From an optimization exercise on the open Yosys and OpenROAD flow, aimed at small area and a short achievable clock period; shortcuts taken in it are not production practice. Where RTL was checked, it was by simulation tests only, not by an equivalence proof against the original. No activity file was given, so power comes from the tool's default toggle rates.

## run A
Design rr_arbiter, start of the top module:
module rr_arbiter(clk, resetb, ack, request, grant);
	parameter integer WIDTH = 64;
	localparam integer LOGW = 6;
	input clk, resetb, ack;
	input [WIDTH - 1:0] request;
	output [WIDTH - 1:0] grant;
	wire            valid;
	wire [LOGW-1:0] last;
	wire            any;
	wire [LOGW-1:0] idx;
	arbiter arbiter(.req(request), .last(last), .any(any), .idx(idx));
	register #(.LOGW(LOGW)) state(.clk(clk), .rst(resetb), .ack(ack), .any(any), .idx(idx), .valid(valid), .last(last));
	decoder #(.WIDTH(WIDTH), .LOGW(LOGW)) final_decoder(.valid(valid), .in(last), .out(grant));
endmodule
clock: 8.0 ns
lec_check: 0
cap_margin: 20
core_margin: 2
core_utilization: 40
setup_slack_margin: 5.0
slew_margin: 20
standard.sh (not shown) runs the stock make flow with config.mk's settings and CLKGATE_MAP_FILE= SYNTH_SCRIPT=/design/flow/synth_recipe.tcl, a recipe that flattens the netlist after the stock synthesis.
==> flow/flow/run.sh <==
#!/bin/bash
# The standard layout, with two changes: the port buffers are plain buf_1
# cells, and the slow OR-type cells (an OR is a NOR plus an inverter in one
# cell, with a weak stacked pull-up) are kept out of synthesis and repair.
set -euo pipefail
slow=""
for c in or3 or3b or4 or4b or4bb o41a; do
  for s in 1 2 4; do slow="$slow sky130_fd_sc_hd__${c}_$s"; done
done
cp config.mk flow_config.mk
echo "export DONT_USE_CELLS += $slow" >> flow_config.mk
sed "s#DESIGN_CONFIG=[^ ]*#DESIGN_CONFIG=$PWD/flow_config.mk#" standard.sh > flow_standard.sh
export BUFFER_PORTS_ARGS="-buffer_cell sky130_fd_sc_hd__buf_1"
bash flow_standard.sh > standard.log 2>&1
Setup changes, run A to run B
Settings: swapping 5.0 for 4.3 in SETUP_SLACK_MARGIN.
==> flow/flow/run.sh <==
#!/bin/bash
# The standard layout, with the port buffers made as plain buf_1 cells.
set -euo pipefail
export BUFFER_PORTS_ARGS="-buffer_cell sky130_fd_sc_hd__buf_1"
bash standard.sh > standard.log 2>&1
- Per the final summary, run B finished and its layout is clean on timing, DRC and antenna.
- Compared with run A, in run B total global-route track usage -6.4 points; share of the synthesized area in compound gates (AO/OA/AOI/OAI) shrank by 0.37 points; final worst-path cycle share grew by 3.2 points; register fraction of the total cell area +1.9 points; total power moved down.
The following lists how run C was set up differently from run B:
==> flow/flow/run.sh <==
#!/bin/bash
# The standard layout, with two changes: the port buffers are plain buf_1
# cells, and the slow OR-type cells (an OR is a NOR plus an inverter in one
# cell, with a weak stacked pull-up) are kept out of synthesis and repair.
set -euo pipefail
slow=""
for c in or3 or3b or4 or4b or4bb o41a; do
  for s in 1 2 4; do slow="$slow sky130_fd_sc_hd__${c}_$s"; done
done
cp config.mk flow_config.mk
echo "export DONT_USE_CELLS += $slow" >> flow_config.mk
sed "s#DESIGN_CONFIG=[^ ]*#DESIGN_CONFIG=$PWD/flow_config.mk#" standard.sh > flow_standard.sh
export BUFFER_PORTS_ARGS="-buffer_cell sky130_fd_sc_hd__buf_1"
bash flow_standard.sh > standard.log 2>&1
Results
Compared with run B, run C shows a higher clock network fraction of total power. Against run B, worst vdd rail ir drop in run C rose by more than a quarter. | layout overhead on the synthesized area | run C vs run B | 2.6 points lower |. Run B → run C: cell area picked up an extra 25 um^2; final standard cell count with taps included and fillers excluded picked up an extra about 1%; post-CTS setup repair buffer count lost 3; total routed wirelength lost 4.3%. Run C against run B: critical path depth dropped 1, time the worst path needs with I/O delays and setup decreased 110 ps.
#### Input delta (run D over run C)
Settings: swapping 4.3 for 4.6 in SETUP_SLACK_MARGIN.
### Flow results
Sequential power shrinks by a few percent when moving from run C to run D. [diff] cell area, run D relative to run C: regression. Delta(fmax, run D - run C) > 0. A most common cell after layout, fill and taps aside of sky130_fd_sc_hd__buf_1 is what run C shows, while sky130_fd_sc_hd__nor2_1 belongs to run D. Delta (run D minus run C): layout cell share with drive strength beyond 1 now larger; maximum vdd ir drop lower; placement-stage worst setup slack about even. Summary of run D over run C: share of power burned in the clock network decreased 1.6 points, buffer and inverter count on the worst path shows an increase of 1.
diff inputs: run D => run E
Settings: SETUP_SLACK_MARGIN changed from 4.6 to 4.3; CORE_UTILIZATION changed from 40 to 60.
==> flow/flow/run.sh <==
#!/bin/bash
# The standard layout, with the port buffers made as plain buf_1 cells.
set -euo pipefail
export BUFFER_PORTS_ARGS="-buffer_cell sky130_fd_sc_hd__buf_1"
bash standard.sh > standard.log 2>&1
--- outcome ---
- On mux cell area share after synthesis, the lower figure sits with run D, not run E.
- Run E: power is 0.00010 W lower than what run D reported.
- The final layout from run D, which completed every stage, passed the timing, DRC and antenna checks at the end of the flow.
- Per the final summary, run E finished and its layout is clean on timing, DRC and antenna.
- The total area of multi-input combinational cells in run E was lower than what run D gave.
- Of the two values seen for most common library cell in the layout ignoring fill and taps, sky130_fd_sc_hd__buf_1 was produced by run E and sky130_fd_sc_hd__nor2_1 by run D.
- Going from run D to run E, number of post-CTS setup repair buffers lower; area after synthesis lower.

rr_arbiter, a different RTL version from the one above (not shown whole).
Size in the first run: about 360 cells after synthesis, ~130 I/O pins, about 2200 um^2 of cells after synthesis.
clock: 8.0 ns
lec_check: 0
cap_margin: 20
core_margin: 2
core_utilization: 40
setup_slack_margin: 4.3
slew_margin: 20
==> flow/flow/run.sh <==
#!/bin/bash
# The standard layout with three changes:
# - Yosys's ABC maps the logic with flow/abc.script (one area-recovering
#   mapping after choice computation) instead of ORFS's speed script; the
#   rest of the synthesis, synth_recipe.tcl included, is unchanged.
# - The slow OR-type cells (a NOR plus an inverter in one cell, with a weak
#   stacked pull-up) are kept out of synthesis and repair.
# - The port buffers are plain buf_1 cells.
set -euo pipefail
here=$PWD
slow=""
for c in or3 or3b or4 or4b or4bb o41a; do
  for s in 1 2 4; do slow="$slow sky130_fd_sc_hd__${c}_$s"; done
done
cp config.mk flow_config.mk
echo "export DONT_USE_CELLS += $slow" >> flow_config.mk
cat > flow_synth.tcl <<EOT
proc abc {args} {
  set i [lsearch -exact \$args -script]
  if {\$i >= 0} { set args [lreplace \$args \$i [expr {\$i + 1}] -script $here/flow/abc.script] }
  yosys abc {*}\$args
}
source $here/synth_recipe.tcl
EOT
sed -e "s#DESIGN_CONFIG=[^ ]*#DESIGN_CONFIG=$here/flow_config.mk#" \
    -e "s#SYNTH_SCRIPT=[^ ]*#SYNTH_SCRIPT=$here/flow_synth.tcl#" standard.sh > flow_standard.sh
export BUFFER_PORTS_ARGS="-buffer_cell sky130_fd_sc_hd__buf_1"
bash flow_standard.sh > standard.log 2>&1
==> flow/flow/abc.script <==
&get -n
&st
&syn2
&dch -f
&nf -a
&put
The first run completed without violations.
Change:
SETUP_SLACK_MARGIN = 4.0   (was 4.3)
Outcome:
- utilization drops by 1.7 points
- area after synthesis is unchanged
- setup slack degrades by 0.19 ns
- design area fell by 3.0%
- first-iteration DRC count went up by about 9%
Change:
==> flow/flow/abc.script (replaced) <==
&get -n
&st
&syn2
&syn2
&dch -f
&nf -a -R 1000
&put
CTS_BUF_LIST = sky130_fd_sc_hd__clkbuf_2   (was default)
CTS_CLUSTER_SIZE = 30   (was default)
PLACE_DENSITY = 0.75   (was default)
SETUP_SLACK_MARGIN = 4.2   (was 4.0)
=> Final area falls by 8.2%; clock-buffer cell count stays the same; wire length hardly moves; cell count came out higher by 4.3%; area after synthesis goes down by 9.3%; synthesized cell count increases by about 8%; register-to-register slack is worse by 0.18 ns; clock power shrinks by 47%.
Change:
==> flow/flow/abc.script (replaced) <==
&get -n
&st
&syn2
&dch -f
&nf -a -R 1000
&put
CTS_BUF_LIST = default   (was sky130_fd_sc_hd__clkbuf_2)
CTS_CLUSTER_SIZE = default   (was 30)
PLACE_DENSITY = default   (was 0.75)
SETUP_SLACK_MARGIN = 4.1   (was 4.2)
After rerunning:
- The new run ran to the end with no violations
- die area goes up slightly
- sequential power goes up by about a fifth
- critical path depth goes up by 9
- total power goes up by about a fifth
- sequential share of layout area goes down by 0.14 points
- setup slack degrades by 0.14 ns
Change:
SETUP_SLACK_MARGIN = 3.8   (was 4.1)
Maximum frequency went down by 4.1%.
Synthesized cell count stays the same.
Die area does not change.
Total power went down by 0.31%.
Change:
==> flow/flow/abc.script (replaced) <==
&get -n
&st
&syn2
&dch -f
&nf -a
&put
CORE_UTILIZATION = 55   (was 40)
SETUP_SLACK_MARGIN = 4.3   (was 3.8)
The changed run finished clean. Utilization went up by 23 points. Die area went down by 20%. Critical path depth went down by 4. Worst setup slack improved by 0.28 ns. Routed wire length went up by 2.3%. Fmax went up by 7.5%.

try-fjord:
rr_arbiter again, from the RTL that the note above started with.
## rr_arbiter
module rr_arbiter(clk, resetb, ack, request, grant);
	parameter integer WIDTH = 64;
	localparam integer LOGW = 6;
	input clk, resetb, ack;
	input [WIDTH - 1:0] request;
	output [WIDTH - 1:0] grant;
	wire            valid;
	wire [LOGW-1:0] last;
	wire            any;
	wire [LOGW-1:0] idx;
	arbiter arbiter(.req(request), .last(last), .any(any), .idx(idx));
	register #(.LOGW(LOGW)) state(.clk(clk), .rst(resetb), .ack(ack), .any(any), .idx(idx), .valid(valid), .last(last));
	decoder #(.WIDTH(WIDTH), .LOGW(LOGW)) final_decoder(.valid(valid), .in(last), .out(grant));
endmodule
export LEC_CHECK = 0
export CAP_MARGIN = 20
export CORE_MARGIN = 2
export CORE_UTILIZATION = 40
export SETUP_SLACK_MARGIN = 4.3
export SLEW_MARGIN = 20
create_clock -name core_clock -period 8.0 [get_ports {clk}]
==> flow/flow/run.sh <==
#!/bin/bash
# The standard layout with three changes:
# - Yosys's ABC maps the logic with flow/abc.script (one area-recovering
#   mapping after choice computation) instead of ORFS's speed script; the
#   rest of the synthesis, synth_recipe.tcl included, is unchanged.
# - Slow cells are kept out of synthesis and repair: the OR types (a NOR plus
#   an inverter in one cell) and the cells with four stacked transistors.
# - The port buffers are plain buf_1 cells.
set -euo pipefail
here=$PWD
slow=""
for c in or3 or3b or4 or4b or4bb o41a o41ai a41o a41oi a2111o a2111oi o2111a o2111ai nor4b nor4bb and4b and4bb; do
  for s in 1 2 4; do slow="$slow sky130_fd_sc_hd__${c}_$s"; done
done
cp config.mk flow_config.mk
echo "export DONT_USE_CELLS += $slow" >> flow_config.mk
cat > flow_synth.tcl <<EOT
proc abc {args} {
  set i [lsearch -exact \$args -script]
  if {\$i >= 0} { set args [lreplace \$args \$i [expr {\$i + 1}] -script $here/flow/abc.script] }
  yosys abc {*}\$args
}
source $here/synth_recipe.tcl
EOT
sed -e "s#DESIGN_CONFIG=[^ ]*#DESIGN_CONFIG=$here/flow_config.mk#" \
    -e "s#SYNTH_SCRIPT=[^ ]*#SYNTH_SCRIPT=$here/flow_synth.tcl#" standard.sh > flow_standard.sh
export BUFFER_PORTS_ARGS="-buffer_cell sky130_fd_sc_hd__buf_1"
bash flow_standard.sh > standard.log 2>&1
==> flow/flow/abc.script <==
&get -n
&st
&syn2
&dch -f
&nf -a
&put
try-fjord completed; timing, DRC and antenna clean
Setup changes, try-fjord to try-xenon
==> flow/flow/run.sh <==
#!/bin/bash
# The standard layout, with two changes: the port buffers are plain buf_1
# cells, and slow cells are kept out of synthesis and repair: the OR types
# (a NOR plus an inverter in one cell) and the cells with four stacked
# transistors in one network.
set -euo pipefail
slow=""
for c in or3 or3b or4 or4b or4bb o41a o41ai a41o a41oi a2111o a2111oi o2111a o2111ai nor4b nor4bb and4b and4bb; do
  for s in 1 2 4; do slow="$slow sky130_fd_sc_hd__${c}_$s"; done
done
cp config.mk flow_config.mk
echo "export DONT_USE_CELLS += $slow" >> flow_config.mk
sed "s#DESIGN_CONFIG=[^ ]*#DESIGN_CONFIG=$PWD/flow_config.mk#" standard.sh > flow_standard.sh
export BUFFER_PORTS_ARGS="-buffer_cell sky130_fd_sc_hd__buf_1"
bash flow_standard.sh > standard.log 2>&1
removed: flow/flow/abc.script
--- outcome ---
try-xenon has completed all stages; timing, DRC and antenna checks passed. Relative to try-fjord, overall routing resource usage has decreased by 2.2 points in try-xenon. From try-fjord to try-xenon the numbers moved as follows: die outline width now sits higher; number of vias in the routed layout now sits lower; share of synthesized area occupied by flip-flops and latches now sits lower.
diff inputs: try-xenon => try-ember
- an added CTS_BUF_LIST of sky130_fd_sc_hd__clkbuf_2
- an added CTS_CLUSTER_SIZE of 30
- a change of SETUP_SLACK_MARGIN from 4.3 to 4.2
==> flow/flow/run.sh <==
#!/bin/bash
# The standard layout with three changes:
# - Yosys's ABC maps the logic with flow/abc.script (one area-recovering
#   mapping after choice computation) instead of ORFS's speed script; the
#   rest of the synthesis, synth_recipe.tcl included, is unchanged.
# - The slow OR-type cells (a NOR plus an inverter in one cell, with a weak
#   stacked pull-up) are kept out of synthesis and repair.
# - The port buffers are plain buf_1 cells.
set -euo pipefail
here=$PWD
slow=""
for c in or3 or3b or4 or4b or4bb o41a; do
  for s in 1 2 4; do slow="$slow sky130_fd_sc_hd__${c}_$s"; done
done
cp config.mk flow_config.mk
echo "export DONT_USE_CELLS += $slow" >> flow_config.mk
cat > flow_synth.tcl <<EOT
proc abc {args} {
  set i [lsearch -exact \$args -script]
  if {\$i >= 0} { set args [lreplace \$args \$i [expr {\$i + 1}] -script $here/flow/abc.script] }
  yosys abc {*}\$args
}
source $here/synth_recipe.tcl
EOT
sed -e "s#DESIGN_CONFIG=[^ ]*#DESIGN_CONFIG=$here/flow_config.mk#" \
    -e "s#SYNTH_SCRIPT=[^ ]*#SYNTH_SCRIPT=$here/flow_synth.tcl#" standard.sh > flow_standard.sh
export BUFFER_PORTS_ARGS="-buffer_cell sky130_fd_sc_hd__buf_1"
bash flow_standard.sh > standard.log 2>&1
==> flow/flow/abc.script (new file) <==
&get -n
&st
&syn2
&dch -f
&nf -a -R 1000
&put
Results
In try-ember, the sequential logic power came out 17% below the value in try-xenon. Part of the total power dissipated in the clock network: try-ember vs try-xenon down 2.7 points. try-ember vs try-xenon: growth of design area from synthesis to finish up. The higher fraction of cell area in non-clock buffers of try-ember and try-xenon is in try-xenon. try-ember vs try-xenon, worst setup path startpoint: request[59] vs request[62]. Sequential cell count: try-ember vs try-xenon identical. In try-ember, worst hold slack is lower than in try-xenon.

Another version of the RTL of rr_arbiter (not shown whole).
For scale: ~420 cells after synthesis, roughly 7 flip-flops, ~130 I/O pins, roughly 2700 µm² of cells after synthesis.
clock: 8.0 ns
lec_check: 0
cap_margin: 20
core_margin: 2
core_utilization: 40
setup_slack_margin: 4.8
slew_margin: 20
==> flow/flow/run.sh <==
#!/bin/bash
# The standard layout, with the port buffers made as plain buf_1 cells.
set -euo pipefail
export BUFFER_PORTS_ARGS="-buffer_cell sky130_fd_sc_hd__buf_1"
bash standard.sh > standard.log 2>&1
The first run produced a clean layout.
Edit:
SETUP_SLACK_MARGIN = 4.3   (was 4.8)
Effect:
- die area stays the same
- non-clock buffer count is lower by 31
- cell count came out lower by 4.8%
- sequential power came out higher by 78%
- via count came out lower by 7.6%
- utilization fell by 9.6 points
- synthesized area does not change
- cell area goes down by 16%
- critical path depth does not change
- power went down by 24%
No run of this note included a check of the RTL's function; only the layout flow was run.

rr_arbiter, a different RTL version from the one above (not shown whole).
Size: about 610 cells after synthesis, roughly 130 I/O pins.
export LEC_CHECK = 0
export CAP_MARGIN = 20
export CORE_MARGIN = 2
export CORE_UTILIZATION = 40
export SLEW_MARGIN = 20
create_clock -name core_clock -period 8.0 [get_ports {clk}]
Scripts as last shown in full above: flow/flow/run.sh
==> next run, changes <==
SETUP_SLACK_MARGIN = 3.5   (was default)
What happened: The changed run finished with timing, DRC and antenna clean; cell count stays the same; routed wire length barely changes; hold slack stays flat; maximum frequency rose by roughly a tenth; clock skew hardly moves; clock power barely changes; cell area is about the same; sequential power hardly moves; synthesized cell count does not change; power stays flat; global-route usage is unchanged.
==> next run, changes <==
==> flow/run.sh (new file) <==
#!/bin/bash
# synth_recipe.tcl (not shown) runs the flow's synth.tcl, then flattens the netlist and writes it again
# the make line also repeats each setting of config.mk as NAME=value (left out here)
make -C /OpenROAD-flow-scripts/flow DESIGN_CONFIG=/design/flow/config.mk WORK_HOME=/design/flow/orfs CLKGATE_MAP_FILE= SYNTH_SCRIPT=/design/flow/synth_recipe.tcl finish
SETUP_SLACK_MARGIN = default   (was 3.5)
removed: flow/flow/run.sh
removed: flow/standard.sh
Outcome: Via count fell by 1.4%; die area is unchanged; utilization rose by 9.2 points.

port drivers added, routing unchanged:
The flow's constraints put no driver on any port. The routed layouts listed below were extracted and timed again, unchanged, in two steps.
Step 1 assumes that a clkbuf_16 drives the clock port and a buf_2 every other input.
Step 2 moves the port delays by t, midway between the first and last clock arrival at a register: inputs arrive t later, outputs are due t later. That takes back most of the time a late clock gives input paths.
Slacks: ideal / step 1 / step 2; pairs: ideal / step 1.
run | t, ns | setup WS [ns] | clock arrival spread, ns | slew at the worst register clock pin (ns) | worst data-port slew with drivers (ns)
run A | 0.243 | 4.543 / 4.525 / 4.282 | 0.003 / 0.002 | 0.04 / 0.04 | 0.06
run B | 0.246 | 4.291 / 4.291 / 4.045 | 0.003 / 0.003 | 0.04 / 0.04 | 0.04
run C | 0.243 | 4.397 / 4.394 / 4.151 | 0.001 / 0.001 | 0.04 / 0.04 | 0.04
run D | 0.246 | 4.568 / 4.566 / 4.320 | 0.003 / 0.003 | 0.04 / 0.04 | 0.06
run E | 0.259 | 4.308 / 4.311 / 4.052 | 0.002 / 0.002 | 0.04 / 0.04 | 0.04
the first run of note 2 | 0.243 | 4.345 / 4.342 / 4.099 | 0.005 / 0.004 | 0.04 / 0.04 | 0.03
the second run of note 2 | 0.239 | 4.157 / 4.154 / 3.914 | 0.004 / 0.003 | 0.04 / 0.04 | 0.03
the third run of note 2 | 0.236 | 4.322 / 4.305 / 4.089 | 0.001 / 0.001 | 0.07 / 0.07 | 0.04
the fourth run of note 2 | 0.238 | 4.181 / 4.180 / 3.942 | 0.000 / 0.000 | 0.04 / 0.04 | 0.03
the fifth run of note 2 | 0.238 | 4.018 / 4.016 / 3.778 | 0.000 / 0.000 | 0.04 / 0.04 | 0.03
the sixth run of note 2 | 0.248 | 4.295 / 4.292 / 4.044 | 0.001 / 0.002 | 0.04 / 0.04 | 0.04
try-fjord | 0.259 | 4.403 / 4.407 / 4.149 | 0.001 / 0.001 | 0.04 / 0.04 | 0.03
try-xenon | 0.268 | 4.259 / 4.251 / 3.983 | 0.003 / 0.002 | 0.04 / 0.04 | 0.06
try-ember | 0.233 | 4.330 / 4.322 / 4.090 | 0.001 / 0.001 | 0.07 / 0.07 | 0.03
the first run of note 4 | 0.243 | 4.442 / 4.440 / 4.197 | 0.006 / 0.005 | 0.04 / 0.04 | 0.06
the second run of note 4 | 0.245 | 4.349 / 4.350 / 4.104 | 0.002 / 0.001 | 0.04 / 0.04 | 0.04
the first run of note 5 | 0.249 | 3.195 / 3.171 / 3.420 | 0.001 / 0.002 | 0.04 / 0.04 | 0.04
the second run of note 5 | 0.248 | 3.667 / 3.643 / 3.891 | 0.002 / 0.002 | 0.04 / 0.04 | 0.04
the third run of note 5 | 0.249 | 2.733 / 2.708 / 2.957 | 0.001 / 0.001 | 0.04 / 0.04 | 0.04
After both steps every run listed still meets setup and hold. For try-xenon, which loses most, drivers alone change the setup slack by -0.008 ns; drivers and shift together by -0.276 ns.
